Background: an optimization exercise with open tools, aiming at small area. Do not read the settings as production practice.
Where RTL was checked, it was by simulation tests only, not by an equivalence proof against the original.
The flow treats the clock pin as an ideal source, which a real chip does not have.
Power and IR drop assume default switching activity.

==> module top, before the edit <==
module top(
     input wire clk, reset,
     input wire start, si,
     output reg [3:0] an,
     output reg [7:0] sseg
    );
localparam [2:0] IDLE = 3'b000, WAIT = 3'b001, CNT = 3'b011, FIN = 3'b010,
                 DIV = 3'b110, FMT = 3'b100;
reg [2:0] state;
reg [17:0] scan;           
reg si_d;
reg [5:0] t;               
reg z;                     
reg pend;                  
reg c;                     
reg s;                     
reg d;                     
reg [15:0] p;              
reg [15:0] r;              
reg [15:0] dsp;            
reg [1:0] dotp;            
wire [3:0] ph = scan[3:0];
wire ph0 = (ph == 4'd0);
wire ph15 = (ph == 4'd15);
wire edg = si & ~si_d;
wire div = (state == DIV);
wire [4:0] pass = scan[8:4];
wire first = (pass == 5'd0);
wire tick = (state == CNT) & ~edg & (t == 6'd26);
wire le1 = z | (p[15:1] == 15'd0);
wire le10 = (p[15:4] == 12'd0) & (p[3:0] <= 4'd10);
wire le100 = (p[15:7] == 9'd0) & (p[6:0] <= 7'd100);
wire pz = z | (p == 16'd0);
wire [19:0] dvnd = le1 ? 20'd1000 : le10 ? 20'd10000 : le100 ? 20'd100000 : 20'd1000000;
wire [19:0] zq = 20'd1048;   
wire [4:0] bi = 5'd19 - pass;
wire sub = div & ~s;
wire rb = r[0] & ~(div & first);
wire pb = p[0] & ~z;
wire a = div & (ph0 ? dvnd[bi] : d);
wire bx = pb ^ sub;
wire cin = ph0 ? (div ? sub : pend) : c;
wire sum = a ^ bx ^ cin;
wire cout = (a & bx) | (a & cin) | (bx & cin);
wire sgn = rb ^ sub ^ cout;    
wire q = pz ? zq[bi] : ~sgn;
function [3:0] adj(input [3:0] x);
  adj = (x >= 4'd5) ? x + 4'd3 : x;
endfunction
wire [15:0] dd = {dsp[15:12], adj(dsp[11:8]), adj(dsp[7:4]), adj(dsp[3:0])};
wire shift = div & ph15;
wire m6 = ~le1 & ~le100;
wire d3z = (dsp[15:12] == 4'd0);
wire d2z = (dsp[11:8] == 4'd0);
always @(posedge clk)
  if (reset)
    begin
      state <= IDLE;
      scan <= 0;
    end
  else
    begin
      scan <= scan + 1'b1;
      case (state)
        IDLE: if (start) state <= WAIT;
        WAIT: if (edg) state <= CNT;
        CNT: if (edg) state <= FIN;
        FIN: if (ph15 & (pass == 5'd31) & ~pend) state <= DIV;
        DIV: if (ph15 & (pass == 5'd19)) state <= FMT;
        FMT: state <= IDLE;
        default: state <= IDLE;
      endcase
    end
always @(posedge clk)
  begin
    si_d <= si;
    pend <= tick | (pend & ~ph0);
    if (state == CNT && !edg && t != 6'd26)
      t <= {t[4:0], t[5] ^ t[4]};
    else
      t <= 6'd1;
  end
always @(posedge clk)
  begin
    if (state == IDLE || state == WAIT)
      z <= 1'b1;
    else if (tick)
      z <= 1'b0;
    c <= cout;
    d <= rb;
    if (div & ph15)
      s <= sgn;
    else if (!div)
      s <= 1'b0;
    p <= {(state == CNT || state == FIN) ? (sum & ~z) : p[0], p[15:1]};
    r <= {sum, r[15:1]};
  end
always @(posedge clk)
  if (reset || state == FIN)
    begin
      dsp <= 0;
      dotp <= 0;
    end
  else
    begin
      if (shift)
        dsp <= {dd[14:0], div & q};
      if (state == FMT)
        dotp <= {m6 & d3z, m6 & (~d3z | d2z)};
    end
wire [1:0] sel = scan[17:16];
wire [1:0] sh = {dotp[1] & dotp[0], dotp[1] & ~dotp[0]};
wire [1:0] idx = sel - sh;
wire blank = (sel < sh);
reg [3:0] h;
always @*
  begin
    case (sel)
      2'd0: an = 4'b1110;
      2'd1: an = 4'b1101;
      2'd2: an = 4'b1011;
      default: an = 4'b0111;
    endcase
    case (idx)
      2'd0: h = dsp[3:0];
      2'd1: h = dsp[7:4];
      2'd2: h = dsp[11:8];
      default: h = dsp[15:12];
    endcase
    if (blank)
      h = 4'd0;
  end
wire A = h[3], B = h[2], C = h[1], D = h[0];
always @*
  begin
    sseg[6] = A | C | ~(B ^ D);
    sseg[5] = ~B | ~(C ^ D);
    sseg[4] = ~C | D | B;
    sseg[3] = A | (~B & ~D) | (~B & C) | (C & ~D) | (B & ~C & D);
    sseg[2] = ~D & (~B | C);
    sseg[1] = A | (~C & ~D) | (B & ~(C & D));
    sseg[0] = A | (B ^ C) | (C & ~D);
    sseg[7] = (dotp != 2'd0) & (sel == sh);
  end
endmodule
export LEC_CHECK = 0
export CAP_MARGIN = 20
export CORE_MARGIN = 2
export CORE_UTILIZATION = 40
export SLEW_MARGIN = 20
create_clock -name core_clock -period 10.0 [get_ports {clk}]
standard.sh (not shown) runs the stock make flow with config.mk's settings and CLKGATE_MAP_FILE= SYNTH_SCRIPT=/design/flow/synth_recipe.tcl, a recipe that flattens the netlist after the stock synthesis.
==> flow/flow/run.sh <==
#!/bin/bash
# Own flow: the standard synthesis, then the combinational logic is mapped
# again by ABC for area (flip-flops kept as they are, same names and cells),
# then the standard layout with small port buffers and a lighter clock tree.
set -euo pipefail
W=$(pwd)
R=$W/orfs/results/$FLOW_PLATFORM/top/base
bash standard.sh synth > $W/flow_synth.log 2>&1
cp $R/1_2_yosys.v $W/std_synth.v
export REMAP_LIB=$FLOW_HOME/platforms/$FLOW_PLATFORM/lib/sky130_fd_sc_hd__tt_025C_1v80.lib
export REMAP_IN=$W/std_synth.v
export REMAP_DONTUSE="$(grep -o 'sky130_fd_sc_hd__[a-z0-9_]*' $FLOW_HOME/platforms/$FLOW_PLATFORM/config.mk | sort -u | tr '\n' ' ')"
# several ABC seeds in parallel; keep the smallest result
for s in 1 2 3 4; do
  sed "s/@SEED@/$s/" $W/flow/area.abc.in > $W/area_$s.abc
  REMAP_ABC=$W/area_$s.abc REMAP_OUT=$W/remap_$s.v \
    yosys -c $W/flow/remap.tcl > $W/flow_remap_$s.log 2>&1 &
done
wait
best=""; besta=""
for s in 1 2 3 4; do
  a=$(grep 'Chip area for top module' $W/flow_remap_$s.log | tail -1 | awk '{print $NF}')
  [[ -n "$a" && -s $W/remap_$s.v ]] || continue
  if [[ -z "$best" ]] || awk -v a="$a" -v b="$besta" 'BEGIN{exit !(a<b)}'; then best=$s; besta=$a; fi
done
echo "remap: seed $best, area $besta" > $W/flow_remap_choice.log
cp $W/remap_$best.v $R/1_2_yosys.v
bash standard.sh \
  "BUFFER_PORTS_ARGS=-buffer_cell sky130_fd_sc_hd__buf_1" \
  "CTS_ARGS=$(cat $W/flow/cts_args.txt)" \
  "POST_CTS_TCL=$W/flow/post_cts.tcl" \
  finish > $W/flow_finish.log 2>&1
Other scripts of this flow, unchanged in this note and not shown: flow/flow/area.abc.in, flow/flow/cts_args.txt, flow/flow/post_cts.tcl, flow/flow/remap.tcl
==> next run, changes <==
--- a/flow/design.v
+++ b/flow/design.v
@@ -8,27 +8,25 @@
 localparam [2:0] IDLE = 3'b000, WAIT = 3'b001, CNT = 3'b011, FIN = 3'b010,
                  DIV = 3'b110, FMT = 3'b100;
 reg [2:0] state;
 reg [17:0] scan;           
-reg si_d;
 reg [5:0] t;               
 reg z;                     
-reg pend;                  
 reg c;                     
 reg s;                     
 reg d;                     
 reg [15:0] p;              
-reg [15:0] r;              
+reg [9:0] r;               
 reg [15:0] dsp;            
-reg [1:0] dotp;            
+reg pt;                    
 wire [3:0] ph = scan[3:0];
 wire ph0 = (ph == 4'd0);
 wire ph15 = (ph == 4'd15);
-wire edg = si & ~si_d;
+wire edg = si & ~d;
 wire div = (state == DIV);
 wire [4:0] pass = scan[8:4];
 wire first = (pass == 5'd0);
-wire tick = (state == CNT) & ~edg & (t == 6'd26);
+wire tick = (state == CNT) & ~edg & (t == 6'd44);
 wire le1 = z | (p[15:1] == 15'd0);
 wire le10 = (p[15:4] == 12'd0) & (p[3:0] <= 4'd10);
 wire le100 = (p[15:7] == 9'd0) & (p[6:0] <= 7'd100);
 wire pz = z | (p == 16'd0);
@@ -39,9 +37,9 @@
 wire rb = r[0] & ~(div & first);
 wire pb = p[0] & ~z;
 wire a = div & (ph0 ? dvnd[bi] : d);
 wire bx = pb ^ sub;
-wire cin = ph0 ? (div ? sub : pend) : c;
+wire cin = ph0 ? (div ? sub : s) : c;
 wire sum = a ^ bx ^ cin;
 wire cout = (a & bx) | (a & cin) | (bx & cin);
 wire sgn = rb ^ sub ^ cout;    
 wire q = pz ? zq[bi] : ~sgn;
@@ -65,20 +63,20 @@
       case (state)
         IDLE: if (start) state <= WAIT;
         WAIT: if (edg) state <= CNT;
         CNT: if (edg) state <= FIN;
-        FIN: if (ph15 & (pass == 5'd31) & ~pend) state <= DIV;
+        FIN: if (ph15 & (pass == 5'd31) & ~s) state <= DIV;
         DIV: if (ph15 & (pass == 5'd19)) state <= FMT;
         FMT: state <= IDLE;
         default: state <= IDLE;
       endcase
     end
 always @(posedge clk)
   begin
-    si_d <= si;
-    pend <= tick | (pend & ~ph0);
-    if (state == CNT && !edg && t != 6'd26)
-      t <= {t[4:0], t[5] ^ t[4]};
+    if (state == CNT && !edg && t != 6'd44)
+      t <= {t[0] ^ t[1], t[5:1]};
+    else if (div)
+      t <= {sum, t[5:1]};
     else
       t <= 6'd1;
   end
 always @(posedge clk)
@@ -87,31 +85,31 @@
       z <= 1'b1;
     else if (tick)
       z <= 1'b0;
     c <= cout;
-    d <= rb;
-    if (div & ph15)
-      s <= sgn;
-    else if (!div)
-      s <= 1'b0;
+    d <= div ? rb : si;
+    if (div)
+      s <= ph15 ? sgn : s;
+    else
+      s <= tick | (s & ~ph0);
     p <= {(state == CNT || state == FIN) ? (sum & ~z) : p[0], p[15:1]};
-    r <= {sum, r[15:1]};
+    r <= {t[0], r[9:1]};
   end
 always @(posedge clk)
   if (reset || state == FIN)
     begin
       dsp <= 0;
-      dotp <= 0;
+      pt <= 0;
     end
   else
     begin
       if (shift)
         dsp <= {dd[14:0], div & q};
       if (state == FMT)
-        dotp <= {m6 & d3z, m6 & (~d3z | d2z)};
+        pt <= m6;
     end
 wire [1:0] sel = scan[17:16];
-wire [1:0] sh = {dotp[1] & dotp[0], dotp[1] & ~dotp[0]};
+wire [1:0] sh = {pt & d3z & d2z, pt & d3z & ~d2z};
 wire [1:0] idx = sel - sh;
 wire blank = (sel < sh);
 reg [3:0] h;
 always @*
@@ -140,7 +138,7 @@
     sseg[3] = A | (~B & ~D) | (~B & C) | (C & ~D) | (B & ~C & D);
     sseg[2] = ~D & (~B | C);
     sseg[1] = A | (~C & ~D) | (B & ~(C & D));
     sseg[0] = A | (B ^ C) | (C & ~D);
-    sseg[7] = (dotp != 2'd0) & (sel == sh);
+    sseg[7] = pt & (sel == sh);
   end
 endmodule
- The new run ran to the end with no violations
- worst setup slack improves by 580 ps
- utilization falls by 0.22 points
- register-to-register slack degrades by 420 ps
- routed wire length falls by 1.7%
- total power falls by 6.5%
- sequential share of layout area falls by 1.9 points
- count of clock-buffer cells in the layout does not change
- cell area falls by 7.2%
- final cell count falls by 4.1%
- global-route usage rises by 1.3 points
- sequential power falls by 7.2%
- die area falls by 7.0%
- clock skew hardly moves
- clock power falls by about 9%
No functional check of the RTL was part of the first run of this note.

[what the ideal ports hide]
No port has a modelled driver above. Below, the same layouts with a new extraction and two added sets of constraints.
Step 1: set_driving_cell puts a clkbuf_16 on clk and a buf_2 on each other input, an assumption about the parent block.
Step 2 adds t to the input delays and takes it off the output delays; t is the mean of the earliest and latest rising clock arrival at the registers after step 1. Input paths then give back, and output paths get back, about the clock's delay inside the block.
Slacks: ideal ports / drivers / drivers and shift; pairs: ideal ports / drivers.
| run | t, ns | setup slack, ns | worst setup path at the end | clock arrival spread, ns | worst data-port slew with drivers (ns) |
|---|---|---|---|---|---|
| the first run | 0.429 | 4.458 / 4.431 / 4.861 | register to output | 0.039 / 0.039 | 0.03 |
| the second run | 0.416 | 5.035 / 5.009 / 5.426 | register to output | 0.037 / 0.037 | 0.03 |
After both steps every run listed still meets setup and hold.
